Source: an optimization exercise on an open RTL-to-GDS flow (aim: small area). Production flows keep margins and buffers that such runs may drop.
Where RTL was checked, it was by simulation tests only, not by an equivalence proof against the original.
The clock port is modelled as an ideal driver, which makes a skipped or thinned clock tree look cheaper than it is; a real chip needs a root buffer or a tree.
Power is estimated from default activity; no workload was simulated.

==> module RETO, before the edit <==
module RETO(
    input Rx,
    input CLK,
    input RST,
    output INA,
    output INA2,
    output INB,
    output INB2,
    output DO,
    output LAT,
    output STB,
    output CLKimpr
);
reg [12:0] rxs;
wire rxtick = (rxs == 13'd6713);
always @(posedge CLK) begin
    if (RST)
        rxs <= 13'd7005;
    else if (rxtick)
        rxs <= 0;
    else
        rxs <= {rxs[11:0], ~(rxs[12] ^ rxs[0])};
end
reg [3:0] st;
reg       DI;            
reg [8:0] L;
wire cand   = (st == 4'd1) || (st == 4'd5);
wire L_end  = (L & 9'd387) == 9'd387;
wire env    = st[1] && !st[0] && !st[3] && (L != 0) &&
              !(L[8] && L[7] && (L[1] || L[0]));
always @(posedge CLK) begin
    if (RST) begin
        st  <= 0;
        L   <= 0;
    end else if (rxtick) begin
        if (st == 4'd0)
            st <= Rx ? 4'd0 : 4'd1;
        else if (st == 4'd9)
            st <= 4'd0;
        else
            st <= st + 1'b1;
        if (cand)
            L <= L_end ? 9'd0 : L + 1'b1;
    end
end
always @(posedge CLK)
    if (rxtick)
        DI <= Rx;
reg [5:0] cl;
reg       ch;
reg       ph;
wire cl_end = (cl & 6'd62) == 6'd62;            
wire edtick = cl_end && ch && !ph;
always @(posedge CLK) begin
    if (RST) begin
        cl <= 0;
        ch <= 0;
        ph <= 0;
    end else if (cl_end) begin
        cl <= 0;
        ch <= ~ch;
        if (ch)
            ph <= ~ph;
    end else begin
        cl <= cl + 1'b1;
    end
end
reg       pend;
reg [8:0] K;
always @(posedge CLK) begin
    if (RST)
        pend <= 0;
    else if (rxtick && cand && (&L[5:0]))
        pend <= 1;
    else if (edtick)
        pend <= 0;
end
always @(posedge CLK) begin
    if (RST)
        K <= 9'd448;
    else if (edtick) begin
        if (pend)
            K <= 0;
        else if (K[8:6] != 3'd7)
            K <= K + 1'b1;
    end
end
wire en = (K != 0) && (K <= 9'd385);
assign CLKimpr = en && !ph;
reg [62:0] ring;
reg        S;
reg        DOr;
wire [5:0] wslot = (&L[5:0]) ? 6'd1 : L[5:0];
wire [5:0] rslot = (&K[5:0]) ? 6'd1 : K[5:0];
wire wr    = env && (cl == wslot);
wire kread = ((K[8:6] == 3'd0) && (K[5:1] != 5'd0)) || (K == 9'd64);   
wire rd    = kread && (cl == rslot);
wire rd0   = env && (L[5:0] == 6'd1);
always @(posedge CLK) begin
    ring <= {wr ? DI : ring[0], ring[62:1]};
    if (rd)
        S <= ring[0];
    else if (rd0)
        S <= DI;
end
always @(posedge CLK) begin
    if (RST)
        DOr <= 0;
    else if (edtick)
        DOr <= (K != 0) && (K <= 9'd64) && S;
end
assign DO = DOr;
wire [2:0] q  = (L[8:6] == 3'd0) ? 3'd6 : L[8:6];
wire       kq = (K[8:6] == q);
wire [5:0] d  = K[5:0];
assign LAT = kq && (d == 6'd1) && !ph && !ch && (cl >= 6'd6) && (cl <= 6'd15);
assign STB = kq && (((d == 6'd1) && !ph && (ch || (cl >= 6'd17))) ||
                    ((d >= 6'd2) && (d <= 6'd10)) ||
                    ((d == 6'd11) && ph && (!ch || (cl <= 6'd59))));
reg        menab;
reg [16:0] cM;
wire ph20 = !ph && !ch && (cl == 6'd20);
wire ph41 = !ph && !ch && (cl == 6'd41);
reg  cMstep;
wire x1 = kq && (d == 6'd1);
always @(posedge CLK)
    cMstep <= !RST && !ph && !ch && (cl == 6'd19) && (menab || x1);
wire mon  = !menab && cM[4] && cMstep;
wire moff = menab && ph41 && (cM == 17'd46593);
always @(posedge CLK) begin
    if (RST)
        menab <= 0;
    else if (mon)
        menab <= 1;
    else if (moff)
        menab <= 0;
end
always @(posedge CLK) begin
    if (RST || mon || moff)
        cM <= 0;
    else if (cMstep)
        cM <= {cM[15:0], ~(cM[16] ^ cM[1])};
end
reg [15:0] lo;
reg        h;
reg [3:0]  km;
reg        pw;           
wire lo_end = (lo == 16'd33928);
always @(posedge CLK) begin
    if (RST) begin
        lo <= 16'd33928;
        h  <= 1'b1;
        km <= 0;
    end else if (lo_end) begin
        lo <= 0;
        h  <= ~h;
        km <= {km[2:0], ~(km[3] ^ km[0])};
    end else begin
        lo <= {lo[14:0], ~(lo[15] ^ lo[2])};
    end
end
always @(posedge CLK) begin
    if (RST)
        pw <= 0;
    else if (lo_end && h)
        pw <= 1;
    else if (h && (lo == 16'd42215))
        pw <= 0;
end
reg [3:0] PASO;
wire ptick = (km == 4'd6) && (lo == 16'd31823);
always @(posedge CLK) begin
    if (RST)
        PASO <= 0;
    else if (ptick) begin
        if (menab)
            case (PASO)
                4'b0000: PASO <= 4'b0001;
                4'b0001: PASO <= 4'b0101;
                4'b0101: PASO <= 4'b0100;
                4'b0100: PASO <= 4'b0110;
                4'b0110: PASO <= 4'b0010;
                4'b0010: PASO <= 4'b1010;
                4'b1010: PASO <= 4'b1000;
                4'b1000: PASO <= 4'b1001;
                4'b1001: PASO <= 4'b0001;
                default: PASO <= PASO;
            endcase
        else
            PASO <= 0;
    end
end
assign INA  = pw && PASO[3];
assign INA2 = pw && PASO[2];
assign INB  = pw && PASO[1];
assign INB2 = pw && PASO[0];
endmodule
Settings: LEC_CHECK=0, CAP_MARGIN=20, CORE_MARGIN=2, CORE_UTILIZATION=70, SLEW_MARGIN=20; clock period 20.0 ns.
standard.sh (not shown) runs the stock make flow with config.mk's settings and CLKGATE_MAP_FILE= SYNTH_SCRIPT=/design/flow/synth_recipe.tcl, a recipe that flattens the netlist after the stock synthesis.
==> flow/flow/run.sh <==
#!/bin/bash
# The standard layout (standard.sh) with three changes made through ORFS's
# own variables: after floorplan, logic gates that synthesis sized up get the
# smallest cell of their family (flow/downsize.tcl); the ports are buffered
# with buf_1 cells; and the clock tree is a root clkbuf_8 driving as few leaf
# clkbuf_8 as keep the clock-pin slew low (flow/clocktree.tcl, in place of
# clock_tree_synthesis). The make output goes to standard.log.
set -euo pipefail
here=$(pwd)
export POST_FLOORPLAN_TCL="$here/flow/downsize.tcl"
export BUFFER_PORTS_ARGS="-buffer_cell sky130_fd_sc_hd__buf_1"
export PRE_CTS_TCL="$here/flow/clocktree.tcl"
bash standard.sh > standard.log 2>&1
Other scripts of this flow, unchanged in this note and not shown: flow/flow/clocktree.tcl, flow/flow/downsize.tcl
==> next run, changes <==
--- a/flow/design.v
+++ b/flow/design.v
@@ -63,25 +63,20 @@
             ph <= ~ph;
     end else begin
         cl <= cl + 1'b1;
     end
 end
-reg       pend;
+reg       env2;
 reg [8:0] K;
+wire start = env && !env2 && (L[5:0] == 6'd0);
 always @(posedge CLK) begin
-    if (RST)
-        pend <= 0;
-    else if (rxtick && cand && (&L[5:0]))
-        pend <= 1;
-    else if (edtick)
-        pend <= 0;
-end
-always @(posedge CLK) begin
-    if (RST)
-        K <= 9'd448;
-    else if (edtick) begin
-        if (pend)
+    if (RST) begin
+        env2 <= 0;
+        K    <= 9'd448;
+    end else if (edtick) begin
+        env2 <= env;
+        if (start)
             K <= 0;
         else if (K[8:6] != 3'd7)
             K <= K + 1'b1;
     end
 end
@@ -115,18 +110,19 @@
 wire [5:0] d  = K[5:0];
 assign LAT = kq && (d == 6'd1) && !ph && !ch && (cl >= 6'd6) && (cl <= 6'd15);
 assign STB = kq && (((d == 6'd1) && !ph && (ch || (cl >= 6'd17))) ||
                     ((d >= 6'd2) && (d <= 6'd10)) ||
                     ((d == 6'd11) && ph && (!ch || (cl <= 6'd59))));
+wire x2 = kq && (d == 6'd1) && !ph && !ch && (cl == 6'd20);
 reg        menab;
 reg [16:0] cM;
 wire ph20 = !ph && !ch && (cl == 6'd20);
 wire ph41 = !ph && !ch && (cl == 6'd41);
 reg  cMstep;
 wire x1 = kq && (d == 6'd1);
 always @(posedge CLK)
-    cMstep <= !RST && !ph && !ch && (cl == 6'd19) && (menab || x1);
+    cMstep <= !ph && !ch && (cl == 6'd19) && (menab || x1);
 wire mon  = !menab && cM[4] && cMstep;
 wire moff = menab && ph41 && (cM == 17'd46593);
 always @(posedge CLK) begin
     if (RST)
         menab <= 0;
Result: Clock power falls by about 4%. Routed wire length rises by 12%. Utilization rises by 0.23 points. Hold slack is better by 0.0037 ns. Via count rises by 5.0%. Global-route usage rises by 1.7 points. Power falls by 0.92%. Sequential share of layout area falls by 0.44 points. Setup slack is better by 0.13 ns. First-iteration DRC count rises by 82%. Final cell count rises by 1.5%. Register-to-register slack is worse by 0.30 ns.
For the second run of this note, only the layout was checked, not whether the RTL still works. In every run of this note, the design's own scripts or RTL, not TritonCTS, make the clock network.

[what the ideal ports hide]
How much do the figures lean on ideal ports? The routed layouts below were timed once more, with nothing changed but the port constraints.
Step 1 assumes that a clkbuf_16 drives the clock port and a buf_2 every other input.
Step 2 times the ports against the registers' clock, not the clock port: input delays grow and output delays shrink by t, the midpoint of the rising clock arrivals with the driver on.
a / b / c = ideal ports / drivers / drivers and shift; a / b = the first two.
| run | t, ns | setup WS [ns] | hold slack, ns | slew at the worst register clock pin (ns) | pins driven straight from the clock port |
|---|---|---|---|---|---|
| the first run | 0.417 | 13.635 / 13.606 / 14.023 | 0.331 / 0.331 / 0.331 | 0.10 / 0.10 | 1 |
| the second run | 0.415 | 13.761 / 13.730 / 14.145 | 0.335 / 0.335 / 0.335 | 0.10 / 0.10 | 1 |
After both steps every run listed still meets setup and hold.
